What follows belongs to an exercise in optimizing a design on an open flow for small area; a production flow would make more cautious choices.
The RTL was checked by simulation tests, not by an equivalence proof against the original design.
The clock port is modelled as an ideal driver; clocking choices that lean on that would not hold on a real chip.
Power figures rest on the tool's default switching activity, not on a simulated workload.

### standard.sh
#!/bin/bash
# synth_recipe.tcl (not shown) runs the flow's synth.tcl, then flattens the netlist and writes it again
# the make line also repeats each setting of config.mk as NAME=value (left out here)
make -C /OpenROAD-flow-scripts/flow DESIGN_CONFIG=/design/flow/config.mk WORK_HOME=/design/flow/orfs CLKGATE_MAP_FILE= SYNTH_SCRIPT=/design/flow/synth_recipe.tcl "${@:-finish}"
### flow/handmap.py
#!/usr/bin/env python3
"""Write a hand-mapped sky130hd netlist of xst (the logic of rtl/xst.v, gate by gate).

usage: handmap.py STANDARD_NETLIST OUT
The flip-flops keep the instance names the standard synthesis gave them (found by the net on
their Q pin); the script fails if any expected flip-flop is missing there."""
import re
import sys

std = open(sys.argv[1]).read()
flops = {}
for name, body in re.findall(r'sky130_fd_sc_hd__dfxtp_1\s+(\S+)\s*\((.*?)\);', std, re.S):
    pins = {p: v.strip() for p, v in re.findall(r'\.(\w+)\(([^)]*)\)', body)}
    flops[pins['Q'].lstrip('\\').strip()] = name

cells = []
wires = set()
n = [0]


def w(name):
    wires.add(name)
    return name


def cell(typ, out, **pins):
    n[0] += 1
    conns = ', '.join(f'.{p}({v})' for p, v in pins.items())
    cells.append(f'  sky130_fd_sc_hd__{typ} h{n[0]} ({conns}, {out});')


def g(typ, y, **pins):
    cell(typ, f'.Y({y})', **pins)


def gx(typ, x, **pins):
    cell(typ, f'.X({x})', **pins)


used = set()


def ff(q, qnet, d):
    inst = flops[q]
    used.add(q)
    cells.append(f'  sky130_fd_sc_hd__dfxtp_1 {inst} (.CLK(clk_i), .D({d}), .Q({qnet}));')


def srn(i):
    return f'srn_{i}'


g('inv_2', w('rstn'), A='reset_i')
g('nor2_1', w('ld_n'), A='txreg_we_i', B='txregr_we_i')
g('nand2b_1', w('sel_dn'), A_N='reset_i', B='txreg_we_i')
g('inv_2', w('sel_d'), A='sel_dn')
g('nor2_1', w('rw_n'), A='reset_i', B='txreg_we_i')
g('nand2_1', w('sel_rn'), A='rw_n', B='txregr_we_i')
g('inv_2', w('sel_r'), A='sel_rn')
g('inv_2', w('oen'), A='txreg_oe_i')
g('inv_2', w('roen'), A='txregr_oe_i')
g('inv_1', w('srn_64'), A='rxd_i')
g('inv_1', 'txd_o', A=srn(0))

# bit counter: idle
g('nor3_1', w('bz_lo'), A='bits_o[0]', B='bits_o[1]', C='bits_o[2]')
g('nor3_1', w('bz_hi'), A='bits_o[3]', B='bits_o[4]', C='bits_o[5]')
gx('and2_0', 'idle_o', A='bz_lo', B='bz_hi')

# bit-rate counter borrow chain: t[k] = active & brg[k-1:0] == 0, kept as t or ~t by parity
# even k: tn_k = ~t[k]; odd k: t_k = t[k]
prev = 'idle_o'
for k in range(16):
    b = f'brg_o[{k}]'
    if k % 2 == 0:
        g('xnor2_1', w(f'by_{k}'), A=b, B=prev)
        g('nor2_1', w(f't_{k+1}'), A=prev, B=b)
        prev = f't_{k+1}'
    else:
        gx('xor2_1', w(f'by_{k}'), A=b, B=prev)
        g('nand2b_1', w(f'tn_{k+1}'), A_N=b, B=prev)
        prev = f'tn_{k+1}'
# prev = tn_16 = ~sh
g('nor2b_1', w('sh_only'), A='tn_16', B_N='ld_n')    # shift, no load
g('inv_2', w('shn'), A='sh_only')                     # 0: shift
gx('and2_0', w('hold'), A='ld_n', B='tn_16')          # hold (no load, no shift)
g('inv_4', w('hldn'), A='hold')                       # 0: hold
g('nor2_2', w('brg_ld'), A='reset_i', B='hold')
g('nor2_2', w('brg_kp'), A='reset_i', B='hldn')
for k in range(16):
    gx('a22o_1', w(f'brg_d_{k}'), A1='brg_ld', A2=f'txbaud_i[{k}]', B1='brg_kp', B2=f'by_{k}')
    ff(f'brg_o[{k}]', f'brg_o[{k}]', f'brg_d_{k}')

# bit counter: borrow chain started by sh
prev = 'tn_16'
for k in range(6):
    b = f'bits_o[{k}]'
    if k % 2 == 0:
        g('xnor2_1', w(f'uy_{k}'), A=b, B=prev)
        if k < 5:
            g('nor2_1', w(f'u_{k+1}'), A=prev, B=b)
            prev = f'u_{k+1}'
    else:
        gx('xor2_1', w(f'uy_{k}'), A=b, B=prev)
        if k < 5:
            g('nand2b_1', w(f'un_{k+1}'), A_N=b, B=prev)
            prev = f'un_{k+1}'
g('nor2_1', w('bits_ld'), A='reset_i', B='ld_n')
g('nor2b_1', w('bits_kp'), A='reset_i', B_N='ld_n')
for k in range(6):
    gx('a22o_1', w(f'bits_d_{k}'), A1='bits_ld', A2=f'bits_i[{k}]', B1='bits_kp', B2=f'uy_{k}')
    ff(f'bits_o[{k}]', f'bits_o[{k}]', f'bits_d_{k}')

# half-bit compare: brg_o == {1'b0, txbaud_i[15:1]}
for k in range(15):
    gx('xor2_1', w(f'ne_{k}'), A=f'brg_o[{k}]', B=f'txbaud_i[{k+1}]')
g('nor4_1', w('eq_0'), A='ne_0', B='ne_1', C='ne_2', D='ne_3')
g('nor4_1', w('eq_1'), A='ne_4', B='ne_5', C='ne_6', D='ne_7')
g('nor4_1', w('eq_2'), A='ne_8', B='ne_9', C='ne_10', D='ne_11')
g('nor4_1', w('eq_3'), A='ne_12', B='ne_13', C='ne_14', D='brg_o[15]')
gx('and4_1', w('half'), A='eq_0', B='eq_1', C='eq_2', D='eq_3')

# txc
g('nor2_1', w('b12z'), A='bits_o[1]', B='bits_o[2]')
g('nand3_1', w('onen'), A='bits_o[0]', B='b12z', C='bz_hi')   # bits_o != 1
g('mux2i_1', w('txc_mn'), A0='onen', A1='txc_o', S='tn_16')    # ~(sh ? bits_o != 1 : txc_o)
g('a211oi_1', w('txc_d'), A1='ld_n', A2='txc_mn', B1='half', C1='reset_i')
ff('txc_o', 'txc_o', 'txc_d')

# shift register, kept inverted
for i in range(64):
    w(srn(i))
    g('o221ai_1', w(f'x_{i}'), A1='shn', A2=srn(i + 1), B1='hldn', B2=srn(i), C1='rstn')
    g('a221oi_1', w(f'sr_d_{i}'), A1='sel_d', A2=f'dat_i[{i}]', B1='sel_r', B2=f'dat_i[{63 - i}]', C1=f'x_{i}')
    ff(f'srn[{i}]', srn(i), f'sr_d_{i}')
    g('o22ai_1', f'dat_o[{i}]', A1='oen', A2=srn(i), B1='roen', B2=srn(63 - i))

missing = set(flops) - used
if missing or len(used) != 87:
    sys.exit(f'flip-flops not matched: {sorted(missing)} / used {len(used)}')

out = ['module xst(clk_i, reset_i, rxd_i, dat_i, txreg_we_i, txregr_we_i, txreg_oe_i, txregr_oe_i,'
       ' txbaud_i, bits_i, txd_o, txc_o, idle_o, brg_o, bits_o, dat_o);',
       '  input clk_i; input reset_i; input rxd_i; input [63:0] dat_i;',
       '  input txreg_we_i; input txregr_we_i; input txreg_oe_i; input txregr_oe_i;',
       '  input [15:0] txbaud_i; input [5:0] bits_i;',
       '  output txd_o; output txc_o; output idle_o; output [15:0] brg_o; output [5:0] bits_o;',
       '  output [63:0] dat_o;']
out += [f'  wire {x};' for x in sorted(wires)]
out += cells
out.append('endmodule')
open(sys.argv[2], 'w').write('\n'.join(out) + '\n')
### flow/run.sh
#!/bin/bash
# Own layout flow: the standard synthesis, then the logic replaced by a hand-mapped netlist
# that keeps the standard synthesis's flip-flops (same instance names and cell type), then the standard flow's
# standard layout with the smallest plain buffer on each port, a leaner clock tree, and clock
# buffers shrunk where the clock slew allows.
set -euo pipefail
W=$PWD
F=$W/flow
R=$W/orfs/results/$FLOW_PLATFORM/xst/base
# 1. standard synthesis, unchanged
bash standard.sh synth > synth.log 2>&1
cp $R/1_2_yosys.v $W/standard_synth.v
# 2. hand-mapped logic around the standard flip-flops
python3 $F/handmap.py $W/standard_synth.v $W/hand.v > handmap.log 2>&1
cp $W/hand.v $R/1_2_yosys.v
rm -f $R/1_synth.odb $R/1_synth.sdc
# 3. the standard layout up to clock tree synthesis
export BUFFER_PORTS_ARGS="-buffer_cell sky130_fd_sc_hd__buf_1"
if [[ -f $F/cts_args ]]; then export CTS_ARGS="$(cat $F/cts_args)"; fi
bash standard.sh cts > layout_cts.log 2>&1
# 4. shrink clock buffers where the slew allows
CLKDOWN_RESULTS=$R CLKDOWN_LIMIT=0.110 openroad -no_init -exit $F/clkdown.tcl > clkdown.log 2>&1
cp $R/4_1_cts.odb $R/4_cts.odb
# 5. the rest of the standard layout
bash standard.sh > layout.log 2>&1
### flow/clkdown.tcl
set P $::env(FLOW_HOME)/platforms/$::env(FLOW_PLATFORM)
set R $::env(CLKDOWN_RESULTS)
read_liberty $P/lib/sky130_fd_sc_hd__tt_025C_1v80.lib
read_db $R/4_1_cts.odb
read_sdc $R/4_cts.sdc
source $P/setRC.tcl
set_propagated_clock [all_clocks]
proc worst_clk_slew {} {
  estimate_parasitics -placement
  set worst 0
  foreach pin [get_pins -hierarchical */CLK] {
    set s [get_property $pin slew_max]
    if {$s > $worst} { set worst $s }
  }
  return $worst
}
puts "clock slew before: [worst_clk_slew]"
set limit $::env(CLKDOWN_LIMIT)
foreach inst [get_cells clkbuf_*] {
  set old [get_property [get_property $inst liberty_cell] name]
  if {$old eq "sky130_fd_sc_hd__clkbuf_4"} continue
  replace_cell $inst sky130_fd_sc_hd__clkbuf_4
  set w [worst_clk_slew]
  if {$w > $limit} {
    replace_cell $inst $old
    puts "[get_full_name $inst]: keep $old ($w)"
  } else {
    puts "[get_full_name $inst]: clkbuf_4 ($w)"
  }
}
puts "clock slew after: [worst_clk_slew]"
check_placement -verbose
report_clock_skew
report_checks -path_delay min_max -format end -group_path_count 3
write_db $R/4_1_cts.odb
### flow/cts_args
-sink_clustering_enable -repair_clock_nets -buf_list sky130_fd_sc_hd__clkbuf_8 -dont_use_dummy_load
### constraint.sdc
create_clock -name core_clock -period 5.0 [get_ports {clk_i}]
set_input_delay 1.0000 -clock core_clock [delete_from_list [all_inputs] [get_ports {clk_i}]]
set_output_delay 1.0000 -clock core_clock [all_outputs]
set_load 0.01 [all_outputs]
### config.mk
export PLATFORM = sky130hd
export DESIGN_NAME = xst
export DESIGN_NICKNAME = xst
export VERILOG_FILES = /design/flow/design.v
export SDC_FILE = /design/flow/constraint.sdc
export NUM_CORES = 4
export LEC_CHECK = 0
export ABC_AREA = 1
export CAP_MARGIN = 20
export CORE_MARGIN = 2
export CORE_UTILIZATION = 65
export GPL_TIMING_DRIVEN = 0
export PLACE_DENSITY = 0.8
export SLEW_MARGIN = 20
### design.v
`timescale 1ns / 1ps
module xst(
	input		clk_i,
	input		reset_i,
	input		rxd_i,
	input	[63:0]	dat_i,
	input		txreg_we_i,
	input		txregr_we_i,
	input		txreg_oe_i,
	input		txregr_oe_i,
	input	[15:0]	txbaud_i,
	input	[5:0]	bits_i,
	output		txd_o,
	output reg	txc_o,
	output		idle_o,
	output reg [15:0] brg_o,
	output reg [5:0] bits_o,
	output	[63:0]	dat_o
);
	reg	[63:0]	srn;
	wire		rstn = ~reset_i;
	wire		ld = txreg_we_i | txregr_we_i;
	wire		active = |bits_o;
	wire	[16:0]	t;
	assign		t[0] = active;
	genvar k;
	generate
		for (k = 0; k < 16; k = k + 1) begin : g_t
			assign t[k+1] = t[k] & ~brg_o[k];
		end
	endgenerate
	wire		sh = t[16];		 
	wire		sel_d = rstn & txreg_we_i;
	wire		sel_r = rstn & ~txreg_we_i & txregr_we_i;
	wire		shn = ld | ~sh;		 
	wire		hldn = ld | sh;		 
	wire	[64:0]	srn_up = {~rxd_i, srn};
	genvar i;
	generate
		for (i = 0; i < 64; i = i + 1) begin : g_sr
			wire x = ~((shn | srn_up[i+1]) & (hldn | srn[i]) & rstn);
			always @(posedge clk_i)
				srn[i] <= ~((sel_d & dat_i[i]) | (sel_r & dat_i[63-i]) | x);
			assign dat_o[i] = ~((~txreg_oe_i | srn[i]) & (~txregr_oe_i | srn[63-i]));
		end
	endgenerate
	assign		txd_o = ~srn[0];
	assign		idle_o = ~active;
	wire		brg_ld = rstn & (ld | sh);
	wire		brg_kp = rstn & ~(ld | sh);
	always @(posedge clk_i)
		brg_o <= ({16{brg_ld}} & txbaud_i) | ({16{brg_kp}} & (brg_o ^ t[15:0]));
	wire	[6:0]	u;
	assign		u[0] = sh;
	generate
		for (k = 0; k < 6; k = k + 1) begin : g_u
			assign u[k+1] = u[k] & ~bits_o[k];
		end
	endgenerate
	wire		bits_ld = rstn & ld;
	wire		bits_kp = rstn & ~ld;
	always @(posedge clk_i)
		bits_o <= ({6{bits_ld}} & bits_i) | ({6{bits_kp}} & (bits_o ^ u[5:0]));
	wire		half = (brg_o == {1'b0, txbaud_i[15:1]});
	wire		one = (bits_o == 6'd1);
	always @(posedge clk_i)
		txc_o <= ~half & rstn & (ld | (sh ? ~one : txc_o));
endmodule
==> results of run 1 <==
## timing repair
| action | in CTS | in global routing |
|---|---|---|
| resized for setup | 0 | 1 |
| endpoints found under the setup margin | 0 | 9 |
| hold buffers | 0 | 0 |
## how the worst max path moves through the flow
stage / depth (start not counted) / startpoint / end
floorplan: 22 / bits_o[4]$_DFF_P_ / brg_o[0]$_DFF_P_
global placement: 22 / bits_o[4]$_DFF_P_ / brg_o[8]$_DFF_P_
detailed placement: 22 / bits_o[4]$_DFF_P_ / brg_o[1]$_DFF_P_
CTS: 22 / bits_o[4]$_DFF_P_ / brg_o[3]$_DFF_P_
global route: 22 / bits_o[4]$_DFF_P_ / srn[0]$_DFF_P_
finish: 22 / bits_o[4]$_DFF_P_ / srn[6]$_DFF_P_
## where the power goes
part           internal, µW  switching [µW]  total, µW
clock                   126             215        342
sequential              754            69.3        823
combinational           144             201        344
total                  1020             485       1510
## through the flow
step,hold WS [ns],worst slack [ns],utilization [%],cell area [µm²],cells
finish,0.5868,0.3573,82.67,4923,655
detailed placement,0.5665,0.4167,80.97,4822,646
CTS,0.5801,0.3621,83.05,4946,655
floorplan,0.5596,1.062,-,4049,390
global placement,0.5537,0.6045,80.97,4822,646
global route,0.6268,0.03746,82.67,4923,655
## area by class of cell
type / instances / area [µm²]
Clock buffer: 9 / 98.84
Fill cell: 402 / 1032
Inverter: 9 / 38.79
Multi-Input combinational cell: 294 / 2271
Sequential cell: 87 / 1742
Tap cell: 75 / 93.84
Timing Repair Buffer: 181 / 679.4
## critical path: cells and delay by family (launching register included)
kind / cells / cell delay (ns)
compound gates: 2 / 0.55
simple gates: 19 / 3.17
buf+inv: 1 / 0.39
flops: 1 / 0.40
## per-layer routing
metal	vias up	GRT usage [%]	part of all wire (%)
li1	2128	-	-
met1	2200	44.35	40
met2	250	54.69	49
met3	29	8.350	9.0
met4	0	12.22	2.7
met5	-	0	0
## flip-flops by register name, summed over array words and instances, names as in the netlist
register,count
brg_o,16
srn,64
txc_o,1
bits_o,6
## layout by cell type (no fill, tap or decap), types with 2 or more instances in the layout
master      n
nor3_1      2
o221ai_1   64
inv_2       6
a22o_1     22
and2_0      2
clkbuf_8    5
dfxtp_1    87
nor2_2      2
xor2_1     26
nand2b_1   11
xnor2_1    11
a221oi_1   64
nor2_1     15
inv_1       2
o22ai_1    64
buf_1     181
clkbuf_4    4
nor4_1      4
nor2b_1     2
==> out/qor.csv, run 1 <==
stage;metric;value;unit
worst_setup_path;critPathMaxStageDelay;0.40;ns
run_status;run_status;timing/DRC/antenna clean;
flow_run;max-cap-violations;0;
clocking;numCtsBuffers;9;
clocking;cts_max_path_buffers;2;
route;drt_iter0_markers;548;
yosys;synth_fp_nets;483;
worst_setup_path;crit_type;reg -> reg;
clocking;htreeDepth;3;
route;vias;4607;
worst_setup_path;r2r_cells;22;
yosys;synthCells;390;
yosys;syn-cell-area;0.004049;mm²
power_and_ir_drop;p_per_area;306.5;mW/mm²
power_and_ir_drop;peakVddDrop;0.0002176;V
yosys;synth_area_per_cell;10.38;µm²
timing;drv_slew;0;
clocking;tritoncts;built;
min_path;whs_path_depth;2;
global_routing;grt_max_degree;66;
timing;setup_viol;0;
floorplan;die_y;82.93;µm
finish;diodes;0;
global_routing;grt_pass1_vias;4150;
worst_setup_path;crit_path_cell_trace;nor3_1, and2_0, nor2_1, nand2b_1, nor2_1, nand2b_1, nor2_1, nand2b_1, nor2_1, nand2b_1, nor2_1, nand2b_1, nor2_1, nand2b_1, nor2_1, nand2b_1, nor2_1, nand2b_1, and2_0, inv_6, o221ai_1, a221oi_1;
floorplan;start_util;67.98;%
timing;max_freq;215.4;MHz
clocking;postCtsSetupBuffers;0;
route;drc;0;
yosys;ys_warn_count;1;
timing;relSlewSlack;27.01;%
worst_setup_path;r2r-end;srn[6]$_DFF_P_;
global_routing;grt_overflow;0;
clocking;cts-root-buf;clkbuf_8;
finish;synthToLayoutAreaGrowth;21.60;%
route;viasPerCell;7.034;
worst_setup_path;crit_required;5.30;ns
route;ant_nets;0;
worst_setup_path;reg2reg_slack;0.36;ns
timing;skew;0.03122;ns
worst_setup_path;critPathMaxFanout;65;
place;gp_congestion;0.8944;
worst_setup_path;arrival;4.94;ns
min_path;hold_end;txc_o$_DFF_P_;
global_routing;grt_pass1_wl;19850;µm
timing;hold_violations;0;
min_path;worstHoldStart;txc_o$_DFF_P_;
min_path;hold_class;reg -> reg;
floorplan;core;0.005956;mm²
worst_setup_path;r2r-start;bits_o[4]$_DFF_P_;
timing;grt_setup_unrepaired;no;
timing;period_share;92.85;%
finish;drive_gt1_share;3.103;%
global_routing;antenna_found_initial;0;
worst_setup_path;crit_path_top_delay_cell;dfxtp_1;
floorplan;io_pins;182;
worst_setup_path;critPathCaptureType;flop;
floorplan;dieArea;0.006877;mm²
floorplan;die_x;82.93;µm
place;io_buffers;181;
finish;finalNetCount;675;
clocking;clk_transition_reported_paths;0.11;ns
global_routing;grt_usage;33.92;%
power_and_ir_drop;power;1509;µW
place;hpwl;7932;µm
power_and_ir_drop;leakagePower;0.001681;µW
timing;setup_tns;0;ns
timing;fin_crit;4.643;ns
clocking;clock_latency;0.43;ns
worst_setup_path;worst_setup_path_start_kind;flop;
clocking;cts_sinks;87;
route;wl_per_cell;18.67;µm
route;drt-total-wl;12230;µm
floorplan;rows;28;
timing;tightest_slew;1.093;ns
route;dr.pass1.iters;6;
==> run 2: changes to the inputs <==
--- a/config.mk
+++ b/config.mk
@@ -11,3 +11,2 @@
 export CORE_UTILIZATION = 65
-export GPL_TIMING_DRIVEN = 0
 export PLACE_DENSITY = 0.8
==> out/qor.csv, run 2 <==
stage;metric;value;unit;change
run_status;run_status;timing/DRC/antenna clean;;
yosys;syn-cell-area;0.004049;mm²;unchanged
timing;fin_crit;4.586;ns;-0.05652 ns
global_routing;grt_pass1_vias;4120;;-0.72%
timing;tightest_slew;1.104;ns;+0.01044 ns
worst_setup_path;reg2reg_slack;0.41;ns;+0.06 ns
route;drt_iter0_markers;410;;-25%
worst_setup_path;critPathCaptureType;flop;;
worst_setup_path;crit_type;reg -> reg;;
place;hpwl;7849;µm;-1.0%
route;dr.pass1.iters;6;;unchanged
clocking;numCtsBuffers;9;;unchanged
clocking;postCtsSetupBuffers;0;;unchanged
finish;largest_register;srn;;
clocking;tritoncts;built;;
timing;skew;0.03013;ns;-0.001086 ns
floorplan;io_pins;182;;unchanged
route;drc;0;;unchanged
worst_setup_path;worst_setup_path_start_kind;flop;;
power_and_ir_drop;p_per_area;304.8;mW/mm²;-0.54%
finish;synthToLayoutAreaGrowth;21.45;%;
timing;setup_viol;0;;unchanged
timing;hold_violations;0;;unchanged
timing;grt_setup_unrepaired;no;;
flow_run;max-cap-violations;0;;unchanged
finish;final_common_cell;buf_1;;
floorplan;rows;28;;unchanged
worst_setup_path;arrival;4.88;ns;-0.06 ns
timing;drv_slew;0;;unchanged
floorplan;die_y;82.93;µm;unchanged
floorplan;dieArea;0.006877;mm²;unchanged
place;io_buffers;181;;unchanged
place;place_ws;0.5095;ns;+0.09281 ns
finish;drive_gt1_share;3.103;%;unchanged
timing;holdWs;0.5859;ns;-0.0009040 ns
worst_setup_path;cp-startpoint;bits_o[4]$_DFF_P_;;
clocking;cts-root-buf;clkbuf_8;;
finish;final_cell_mix;buf_1 (181), dfxtp_1 (87), o221ai_1 (64), a221oi_1 (64), o22ai_1 (64);;
min_path;worstHoldStart;txc_o$_DFF_P_;;
yosys;synth_area_per_cell;10.38;µm²;unchanged
finish;finalNetCount;675;;unchanged
route;drt-total-wl;12280;µm;+0.41%
worst_setup_path;r2r-end;srn[19]$_DFF_P_;;
finish;reg_top3;srn (64), brg_o (16), bits_o (6);;
clocking;cts_sinks;87;;unchanged
worst_setup_path;r2r-start;bits_o[4]$_DFF_P_;;
finish;diodes;0;;unchanged
timing;layout_setup_ws;0.4138;ns;+0.05652 ns
worst_setup_path;crit_required;5.30;ns;about the same
worst_setup_path;r2r_cells;22;;unchanged
clocking;cts_hold_buf;0;;unchanged
worst_setup_path;critical_path.endpoint;srn[19]$_DFF_P_;;
finish;largest_reg_flops;64;;unchanged
yosys;synthCells;390;;unchanged
floorplan;start_util;67.98;%;unchanged
timing;setup_tns;0;ns;unchanged
floorplan;die_x;82.93;µm;unchanged
worst_setup_path;critPathMaxFanout;65;;unchanged
power_and_ir_drop;power;1499;µW;-0.67%
global_routing;antenna_found_initial;0;;unchanged
power_and_ir_drop;leakagePower;0.001677;µW;-0.19%
global_routing;grt_overflow;0;;unchanged
route;viasPerCell;7.089;;+0.78%
timing;relSlewSlack;26.31;%;-0.70 points
global_routing;grt_max_degree;66;;unchanged
min_path;hold_class;reg -> reg;;
yosys;ys_warn_count;1;;unchanged
clocking;clk_transition_reported_paths;0.11;ns;about the same
place;placedCellCount;646;;unchanged
route;ant_nets;0;;unchanged
global_routing;grt_pass1_wl;19640;µm;-1.0%
place;gp_congestion;0.8734;;-2.3%
global_routing;grt_usage;33.52;%;-0.41 points
route;wl_per_cell;18.75;µm;+0.41%
route;vias;4643;;+0.78%
finish;instances_no_fill;655;;unchanged
timing;max_freq;218.0;MHz;+1.2%
timing;period_share;91.72;%;-1.1 points
clocking;htreeDepth;3;;unchanged
power_and_ir_drop;peakVddDrop;0.0002287;V;+5.1%
clocking;clock_latency;0.41;ns;-0.02 ns
floorplan;core;0.005956;mm²;unchanged
finish;nFillCells;403;;+0.25%
clocking;cts_max_path_buffers;2;;unchanged
yosys;synth_fp_nets;483;;unchanged
## run 2: critical path: stages (launching register included)
cell,delay (ns)
dfxtp_1,0.40
nor3_1,0.09
and2_0,0.21
nor2_1,0.21
nand2b_1,0.11
nor2_1,0.17
nand2b_1,0.11
nor2_1,0.18
nand2b_1,0.12
nor2_1,0.19
nand2b_1,0.11
nor2_1,0.18
nand2b_1,0.11
nor2_1,0.19
nand2b_1,0.12
nor2_1,0.20
nand2b_1,0.13
nor2_1,0.19
nand2b_1,0.18
and2_0,0.28
clkinv_4,0.36
o221ai_1,0.24
a221oi_1,0.38
## run 2: cell type report
cell class | instances | area, µm² | area share, %
flip-flops and latches | 87 | 1742 | 35.42
repair buffers | 181 | 679.4 | 13.82
clock buffers | 9 | 92.59 | 1.883
multi-input cells | 294 | 2271 | 46.18
well taps | 75 | 93.84 | 1.908
inverters | 9 | 38.79 | 0.7888
## run 2: what timing repair did
action                                  4_1_cts  5_1_grt
gates resized for setup                       0        2
hold endpoints to repair                      0        0
endpoints found under the setup margin        0       45
## run 2: metal layers
layer  vias up  part of all wire [%]  track usage, %  wire [µm]
li1       2139                     -               -          -
met1      2199                    40           42.93       4885
met2       276                    49           54.84       5971
met3        29                   9.1           7.356       1118
met4         0                   2.5           13.86        306
met5         -                     0               0          0
## run 2: power by group
group | switching (µW) | leakage, µW | total (µW) | internal (µW)
combinational | 202 | 0.000897 | 345 | 143
clock | 212 | 0.0000518 | 330 | 118
sequential | 69.7 | 0.000729 | 823 | 754
total | 484 | 0.00168 | 1500 | 1020
## run 2: how the worst min path moves through the flow
stage,cells after the start,slack [ns],endpoint
after detailed placement,2,0.56,txc_o$_DFF_P_
final,2,0.59,txc_o$_DFF_P_
after global placement,2,0.55,txc_o$_DFF_P_
after global routing,2,0.62,txc_o$_DFF_P_
after floorplan,2,0.56,srn[10]$_DFF_P_
after CTS,2,0.58,txc_o$_DFF_P_
## run 2: stage by stage
| step | util (%) | area, µm² |
|---|---|---|
| after floorplan | - | 4049 |
| after global placement | 80.97 | 4822 |
| after detailed placement | 80.97 | 4822 |
| after CTS | 83.05 | 4946 |
| after global routing | 82.56 | 4917 |
| final | 82.56 | 4917 |
==> run 3: changes to the inputs <==
--- a/flow/handmap.py
+++ b/flow/handmap.py
@@ -87,4 +87,4 @@
 g('inv_4', w('hldn'), A='hold')                       # 0: hold
-g('nor2_2', w('brg_ld'), A='reset_i', B='hold')
-g('nor2_2', w('brg_kp'), A='reset_i', B='hldn')
+g('nor2_1', w('brg_ld'), A='reset_i', B='hold')
+g('nor2_1', w('brg_kp'), A='reset_i', B='hldn')
 for k in range(16):
==> out/qor.csv, run 3 <==
stage;metric;value;unit;change
floorplan;die_x;82.88;µm;about the same
route;ant_nets;0;;unchanged
clocking;cts_max_path_buffers;2;;unchanged
worst_setup_path;worst_setup_path_start_kind;flop;;
clocking;cts_hold_buf;0;;unchanged
flow_run;max-cap-violations;0;;unchanged
timing;period_share;94.49;%;+2.8 points
worst_setup_path;arrival;5.06;ns;+0.18 ns
place;hpwl;8245;µm;+5.0%
finish;largest_register;srn;;
clocking;numCtsBuffers;9;;unchanged
global_routing;grt_pass1_wl;20670;µm;+5.2%
clocking;tritoncts;built;;
timing;tightest_slew;1.116;ns;+0.01210 ns
power_and_ir_drop;p_per_area;305.8;mW/mm²;+0.32%
route;wl_per_cell;19.88;µm;+6.0%
route;viasPerCell;7.270;;+2.6%
route;drt_iter0_markers;560;;+37%
worst_setup_path;crit_type;reg -> reg;;
timing;fin_crit;4.724;ns;+0.1382 ns
timing;drv_slew;0;;unchanged
finish;instances_no_fill;660;;+0.76%
route;drt-total-wl;13120;µm;+6.8%
place;gp_congestion;0.8262;;-5.4%
min_path;hold_class;reg -> reg;;
finish;drive_gt1_share;3.761;%;+0.66 points
timing;relSlewSlack;25.34;%;-0.97 points
clocking;cts-root-buf;clkbuf_8;;
place;placedCellCount;649;;+0.46%
yosys;synth_area_per_cell;10.37;µm²;-0.12%
timing;max_freq;211.7;MHz;-2.9%
timing;setup_viol;0;;unchanged
finish;finalNetCount;680;;+0.74%
yosys;ys_warn_count;1;;unchanged
place;io_buffers;181;;unchanged
power_and_ir_drop;power;1519;µW;+1.3%
finish;final_cell_mix;buf_1 (181), dfxtp_1 (87), o221ai_1 (64), a221oi_1 (64), o22ai_1 (64);;
clocking;clock_latency;0.44;ns;+0.03 ns
floorplan;start_util;67.90;%;-0.084 points
global_routing;grt_overflow;0;;unchanged
finish;diodes;0;;unchanged
route;dr.pass1.iters;8;;+2
finish;reg_top3;srn (64), brg_o (16), bits_o (6);;
run_status;run_status;timing/DRC/antenna clean;;
timing;setup_tns;0;ns;unchanged
clocking;htreeDepth;3;;unchanged
yosys;synth_fp_nets;483;;unchanged
clocking;cts_sinks;87;;unchanged
floorplan;dieArea;0.006868;mm²;-0.12%
finish;nFillCells;392;;-2.7%
power_and_ir_drop;leakagePower;0.001708;µW;+1.8%
timing;hold_violations;0;;unchanged
clocking;clk_transition_reported_paths;0.11;ns;about the same
finish;final_common_cell;buf_1;;
floorplan;rows;28;;unchanged
global_routing;grt_pass1_vias;4301;;+4.4%
yosys;syn-cell-area;0.004044;mm²;-0.12%
worst_setup_path;critPathCaptureType;flop;;
floorplan;core;0.005956;mm²;unchanged
finish;synthToLayoutAreaGrowth;22.83;%;
worst_setup_path;crit_required;5.34;ns;+0.04 ns
finish;seqCellArea;0.001742;mm²;unchanged
floorplan;io_pins;182;;unchanged
route;drc;0;;unchanged
route;vias;4798;;+3.3%
finish;multiInputGateArea;0.002268;mm²;-0.11%
global_routing;grt_usage;35.73;%;+2.2 points
finish;largest_reg_flops;64;;unchanged
power_and_ir_drop;peakVddDrop;0.0002211;V;-3.3%
worst_setup_path;critPathMaxFanout;21;;-68%
global_routing;antenna_found_initial;0;;unchanged
floorplan;die_y;82.88;µm;about the same
worst_setup_path;reg2reg_slack;0.28;ns;-0.14 ns
yosys;synthCells;390;;unchanged
global_routing;grt_max_degree;65;;-1.5%
timing;grt_setup_unrepaired;no;;
timing;skew;0.03253;ns;+0.002396 ns
-- run 3: where the power goes --
part / internal, µW / total [µW] / switching (µW) / leakage [µW]
clock: 126 / 340 / 214 / 0.0000544
sequential: 754 / 825 / 71.4 / 0.000729
combinational: 147 / 354 / 207 / 0.000925
-- run 3: worst paths after layout --
| path | depth (start not counted) | from | end |
|---|---|---|---|
| worst max-delay path | 23 | bits_o[0]$_DFF_P_ | srn[8]$_DFF_P_ |
| worst max register to register | 23 | bits_o[0]$_DFF_P_ | srn[8]$_DFF_P_ |
| worst min-delay path | 2 | srn[21]$_DFF_P_ | srn[21]$_DFF_P_ |
| worst min register to register | 2 | srn[21]$_DFF_P_ | srn[21]$_DFF_P_ |
-- run 3: what timing repair did --
action | CTS | global route
endpoints found under the setup margin | 0 | 78
gates resized for setup | 0 | 6
buffers inserted | 0 | 1
-- run 3: final cells by class --
class | count | share of cell area, %
clock buffers | 9 | 1.990
repair buffers | 185 | 14.28
well taps | 75 | 1.889
flip-flops and latches | 87 | 35.06
repair inverters | 1 | 0.1008
inverters | 9 | 1.008
multi-input cells | 294 | 45.67
-- run 3: critical path: stages, from the launching register on --
cell and delay, ns:
dfxtp_1 0.44, nor3_1 0.09, and2_0 0.20, nor2_1 0.19, nand2b_1 0.12, nor2_1 0.21
nand2b_1 0.14, nor2_1 0.20, nand2b_1 0.12, nor2_1 0.20, nand2b_1 0.12, nor2_1 0.19
nand2b_1 0.12, nor2_2 0.20, nand2b_1 0.13, nor2_1 0.22, nand2b_1 0.13, nor2_1 0.20
nand2b_1 0.15, and2_0 0.26, bufinv_8 0.31, buf_4 0.22, o221ai_1 0.17, a221oi_1 0.32
-- run 3: stage by stage --
| stage | setup WS (ns) | area, µm² | hold slack [ns] | util [%] |
|---|---|---|---|---|
| 5_1_grt | 0.04223 | 4967 | 0.6235 | 83.40 |
| 3_3_place_gp | 0.7504 | 4840 | 0.5551 | 81.26 |
| 6_report | 0.2755 | 4967 | 0.6130 | 83.40 |
| 2_1_floorplan | 0.9716 | 4044 | 0.5596 | - |
| 3_5_place_dp | 0.3637 | 4840 | 0.5908 | 81.26 |
| 4_1_cts | 0.2151 | 4964 | 0.6070 | 83.34 |
-- run 3: per-layer routing --
metal  GRT usage, %  wire [µm]  vias up
met4          12.52        373        0
met3          9.443       1385       48
li1               -          -     2151
met2          58.58       6454      334
met5              0          0        -
met1          45.59       4910     2265
==> run 4: changes to the inputs <==
==> flow/run.sh (replaced) <==
#!/bin/bash
# Own layout flow: the standard synthesis, then the logic replaced by a hand-mapped netlist
# that keeps the standard synthesis's flip-flops (same instance names and cell type), then the standard flow's
# standard layout with the smallest plain buffer on each port and a leaner clock tree.
set -euo pipefail
W=$PWD
F=$W/flow
R=$W/orfs/results/$FLOW_PLATFORM/xst/base
# 1. standard synthesis, unchanged
bash standard.sh synth > synth.log 2>&1
cp $R/1_2_yosys.v $W/standard_synth.v
# 2. hand-mapped logic around the standard flip-flops
python3 $F/handmap.py $W/standard_synth.v $W/hand.v 2 > handmap.log 2>&1
cp $W/hand.v $R/1_2_yosys.v
rm -f $R/1_synth.odb $R/1_synth.sdc
# 3. the rest of the standard layout
export BUFFER_PORTS_ARGS="-buffer_cell sky130_fd_sc_hd__buf_1"
if [[ -f $F/cts_args ]]; then export CTS_ARGS="$(cat $F/cts_args)"; fi
bash standard.sh > layout.log 2>&1
--- a/flow/handmap.py
+++ b/flow/handmap.py
@@ -3,3 +3,3 @@
 
-usage: handmap.py STANDARD_NETLIST OUT
+usage: handmap.py STANDARD_NETLIST OUT [NDUP]
 The flip-flops keep the instance names the standard synthesis gave them (found by the net on
@@ -52,11 +52,19 @@
 
-g('inv_2', w('rstn'), A='reset_i')
+# shared control
+# The selects of the shift register fan out to every bit; each is made NDUP times, one copy per
+# group of bits.
+NDUP = int(sys.argv[3]) if len(sys.argv) > 3 else 1
+
+
+def grp(i):
+    return i * NDUP // 64
+
+
 g('nor2_1', w('ld_n'), A='txreg_we_i', B='txregr_we_i')
-g('nand2b_1', w('sel_dn'), A_N='reset_i', B='txreg_we_i')
-g('inv_2', w('sel_d'), A='sel_dn')
-g('nor2_1', w('rw_n'), A='reset_i', B='txreg_we_i')
-g('nand2_1', w('sel_rn'), A='rw_n', B='txregr_we_i')
-g('inv_2', w('sel_r'), A='sel_rn')
-g('inv_2', w('oen'), A='txreg_oe_i')
-g('inv_2', w('roen'), A='txregr_oe_i')
+for j in range(NDUP):
+    g('inv_1', w(f'rstn_{j}'), A='reset_i')
+    g('nor2b_1', w(f'sel_d_{j}'), A='reset_i', B_N='txreg_we_i')
+    g('nor3b_1', w(f'sel_r_{j}'), A='reset_i', B='txreg_we_i', C_N='txregr_we_i')
+    g('inv_1', w(f'oen_{j}'), A='txreg_oe_i')
+    g('inv_1', w(f'roen_{j}'), A='txregr_oe_i')
 g('inv_1', w('srn_64'), A='rxd_i')
@@ -83,8 +91,7 @@
 # prev = tn_16 = ~sh
-g('nor2b_1', w('sh_only'), A='tn_16', B_N='ld_n')    # shift, no load
-g('inv_2', w('shn'), A='sh_only')                     # 0: shift
-gx('and2_0', w('hold'), A='ld_n', B='tn_16')          # hold (no load, no shift)
-g('inv_4', w('hldn'), A='hold')                       # 0: hold
-g('nor2_1', w('brg_ld'), A='reset_i', B='hold')
-g('nor2_1', w('brg_kp'), A='reset_i', B='hldn')
+for j in range(NDUP):
+    g('nand2b_1', w(f'shn_{j}'), A_N='tn_16', B='ld_n')      # 0: shift
+    g('nand2_1', w(f'hldn_{j}'), A='ld_n', B='tn_16')        # 0: hold
+g('a21oi_1', w('brg_ld'), A1='ld_n', A2='tn_16', B1='reset_i')
+g('nor2_1', w('brg_kp'), A='reset_i', B='hldn_0')
 for k in range(16):
@@ -132,6 +139,7 @@
     w(srn(i))
-    g('o221ai_1', w(f'x_{i}'), A1='shn', A2=srn(i + 1), B1='hldn', B2=srn(i), C1='rstn')
-    g('a221oi_1', w(f'sr_d_{i}'), A1='sel_d', A2=f'dat_i[{i}]', B1='sel_r', B2=f'dat_i[{63 - i}]', C1=f'x_{i}')
+    j = grp(i)
+    g('o221ai_1', w(f'x_{i}'), A1=f'shn_{j}', A2=srn(i + 1), B1=f'hldn_{j}', B2=srn(i), C1=f'rstn_{j}')
+    g('a221oi_1', w(f'sr_d_{i}'), A1=f'sel_d_{j}', A2=f'dat_i[{i}]', B1=f'sel_r_{j}', B2=f'dat_i[{63 - i}]', C1=f'x_{i}')
     ff(f'srn[{i}]', srn(i), f'sr_d_{i}')
-    g('o22ai_1', f'dat_o[{i}]', A1='oen', A2=srn(i), B1='roen', B2=srn(63 - i))
+    g('o22ai_1', f'dat_o[{i}]', A1=f'oen_{j}', A2=srn(i), B1=f'roen_{j}', B2=srn(63 - i))
 
removed: flow/clkdown.tcl
==> out/qor.csv, run 4 <==
stage;metric;value;unit;change
run_status;run_status;timing/DRC/antenna clean;;
floorplan;start_util;67.77;%;-0.13 points
worst_setup_path;crit_path_top_delay_cell;dfxtp_1;;
worst_setup_path;critPathMaxFanout;32;;+52%
route;ant_nets;0;;unchanged
worst_setup_path;crit_family;simple AND/OR/NAND/NOR gates;;
route;route.met3.wl;1824;µm;+32%
route;route.met2.wl;7205;µm;+12%
worst_setup_path;worst-path-buf-inv;1;;-1
timing;grt_setup_unrepaired;no;;
timing;period_share;92.14;%;-2.4 points
finish;finalNetCount;686;;+0.88%
yosys;syn-cell-area;0.004060;mm²;+0.40%
place;gp_congestion;0.8334;;+0.87%
floorplan;die_x;83.04;µm;+0.19%
power_and_ir_drop;p_per_area;314.4;mW/mm²;+2.8%
global_routing;grt_max_degree;34;;-48%
route;dr.pass1.iters;7;;-1
finish;diodes;0;;unchanged
global_routing;grt_pass1_vias;4527;;+5.3%
route;drt-met1-wl;5275;µm;+7.4%
timing;setup_tns;0;ns;unchanged
timing;skew;0.02385;ns;-0.008676 ns
clocking;cts_resized;0;;unchanged
worst_setup_path;critPathMaxStageDelay;0.40;ns;-0.04 ns
global_routing;grt_usage;40.47;%;+4.7 points
timing;drv_slew;0;;unchanged
clocking;clk_transition_reported_paths;0.08;ns;-0.03 ns
worst_setup_path;arrival;4.84;ns;-0.22 ns
route;viasPerCell;7.658;;+5.3%
route;wl_per_cell;22.21;µm;+12%
timing;setup_viol;0;;unchanged
power_and_ir_drop;peakVddDrop;0.0002364;V;+6.9%
floorplan;core;0.005991;mm²;+0.59%
clocking;cts_hold_buf;0;;unchanged
route;drt-total-wl;14790;µm;+13%
timing;fin_crit;4.607;ns;-0.1176 ns
floorplan;rows;28;;unchanged
global_routing;antenna_found_initial;0;;unchanged
finish;synthToLayoutAreaGrowth;24.13;%;
worst_setup_path;crit_required;5.24;ns;-0.10 ns
finish;largest_register;srn;;
yosys;synth_area_per_cell;10.36;µm²;-0.11%
place;hpwl;8932;µm;+8.3%
yosys;synthCells;392;;+0.51%
timing;relSlewSlack;25.36;%;+0.028 points
route;highest_layer;met4;;
clocking;tritoncts;built;;
floorplan;io_pins;182;;unchanged
place;placedCellCount;657;;+1.2%
timing;hold_violations;0;;unchanged
floorplan;die_y;83.04;µm;+0.19%
finish;nFillCells;371;;-5.4%
clocking;postCtsSetupBuffers;0;;unchanged
clocking;htreeDepth;3;;unchanged
clocking;cts-root-buf;clkbuf_8;;
place;io_buffers;181;;unchanged
power_and_ir_drop;leakagePower;0.001739;µW;+1.8%
route;drc;0;;unchanged
clocking;clock_latency;0.37;ns;-0.07 ns
global_routing;grt_pass1_wl;23100;µm;+12%
worst_setup_path;critPathCaptureType;flop;;
finish;instances_no_fill;666;;+0.91%
timing;holdWs;0.6093;ns;-0.003718 ns
clocking;numCtsBuffers;9;;unchanged
worst_setup_path;worst_setup_path_start_kind;flop;;
finish;final_cell_mix;buf_1 (181), dfxtp_1 (87), o221ai_1 (64), a221oi_1 (64), o22ai_1 (64);;
clocking;cts_sinks;87;;unchanged
floorplan;dieArea;0.006895;mm²;+0.39%
worst_setup_path;crit_type;reg -> reg;;
finish;drive_gt1_share;3.723;%;-0.038 points
yosys;ys_warn_count;1;;unchanged
finish;reg_top3;srn (64), brg_o (16), bits_o (6);;
worst_setup_path;crit_path_cell_trace;nor3_1, and2_0, nor2_1, nand2b_1, nor2_1, nand2b_1, nor2_1, nand2b_1, nor2_1, nand2b_1, nor2_1, nand2b_1, nor2_1, nand2b_1, nor2_1, nand2b_1, nor2_1, nand2b_1, nand2_1, buf_4, o221ai_1, a221oi_1;;
finish;final_common_cell;buf_1;;
finish;multiInputGateArea;0.002303;mm²;+1.5%
finish;largest_reg_flops;64;;unchanged
yosys;synth_fp_nets;485;;+0.41%
finish;seqCellArea;0.001742;mm²;unchanged
route;vias;5100;;+6.3%
clocking;cts_max_path_buffers;2;;unchanged
flow_run;max-cap-violations;0;;unchanged
timing;max_freq;217.1;MHz;+2.6%
global_routing;grt_overflow;0;;unchanged
min_path;hold_class;reg -> reg;;
route;drt_iter0_markers;749;;+34%
timing;tightest_slew;1.118;ns;+0.002465 ns
==> run 4: cell count changes in the layout (fill, tap and decap cells not counted), sizes merged, moves of 2 or more <==
cell	previous run	this run
nor2	17	15
buf	185	190
inv	8	6
nor3b	0	2
==> run 4: tightest hold or removal path, cell delays in order (launching register included) <==
cell and delay (ns):
dfxtp_1 0.34, o221ai_1 0.15, a221oi_1 0.06
==> run 4: path summary, 6_finish.rpt <==
kind | from | endpoint | slack, ns | depth (start not counted)
worst max-delay path | bits_o[4]$_DFF_P_ | srn[38]$_DFF_P_ | 0.39 | 22
worst min-delay path | srn[39]$_DFF_P_ | srn[39]$_DFF_P_ | 0.61 | 2
worst max register to register | bits_o[4]$_DFF_P_ | srn[38]$_DFF_P_ | 0.39 | 22
worst min register to register | srn[39]$_DFF_P_ | srn[39]$_DFF_P_ | 0.61 | 2
==> run 4: stage by stage <==
stage	setup slack (ns)	power, µW	instance area (µm²)	util (%)
2_1_floorplan	0.8356	1037	4060	-
3_3_place_gp	0.9181	1174	4916	82.06
3_5_place_dp	0.6056	1189	4916	82.06
4_1_cts	0.4653	1565	5040	84.13
5_1_grt	0.04119	1641	5040	84.13
6_report	0.3932	1585	5040	84.13
==> run 4: cell type report <==
| cell class | instances | area share (%) |
|---|---|---|
| multi-input combinational | 297 | 45.71 |
| sequential | 87 | 34.56 |
| timing repair buffer | 190 | 14.82 |
| clock buffer | 9 | 2.458 |
| tap | 75 | 1.862 |
| inverter | 8 | 0.5958 |
==> run 4: power breakdown <==
part / internal, µW / total [µW] / switching [µW] / leakage [µW]
Clock: 162 / 391 / 230 / 0.0000647
Combinational: 148 / 368 / 220 / 0.000946
Sequential: 754 / 826 / 71.8 / 0.000729
Total: 1060 / 1580 / 522 / 0.00174
==> run 4: metal layers <==
metal,global-route usage [%],up-vias
li1,-,2166
met4,15.80,0
met5,0,-
met3,7.952,65
met2,68.62,511
met1,50.69,2358

==> static timing again, ports no longer ideal <==
The flow's constraints put no driver on any port. The routed layouts listed below were extracted and timed again, unchanged, in two steps. Step 1: set_driving_cell puts a clkbuf_16 on clk_i and a buf_2 on each other input, an assumption about the parent block. Step 2 also shifts input and output timing later by t, the mid clock arrival at the registers, as if the neighbouring blocks saw the same clock. Three values: ideal ports, drivers, drivers and shift; two values: the first two.
run | t (ns) | setup WS [ns] | cell pins on the clock port's net
run 1 | 0.442 | 0.357 / 0.357 / 0.357 | 1
run 2 | 0.430 | 0.414 / 0.414 / 0.414 | 1
run 3 | 0.449 | 0.276 / 0.276 / 0.276 | 1
run 4 | 0.387 | 0.393 / 0.393 / 0.393 | 1
After both steps every run listed still meets setup and hold.
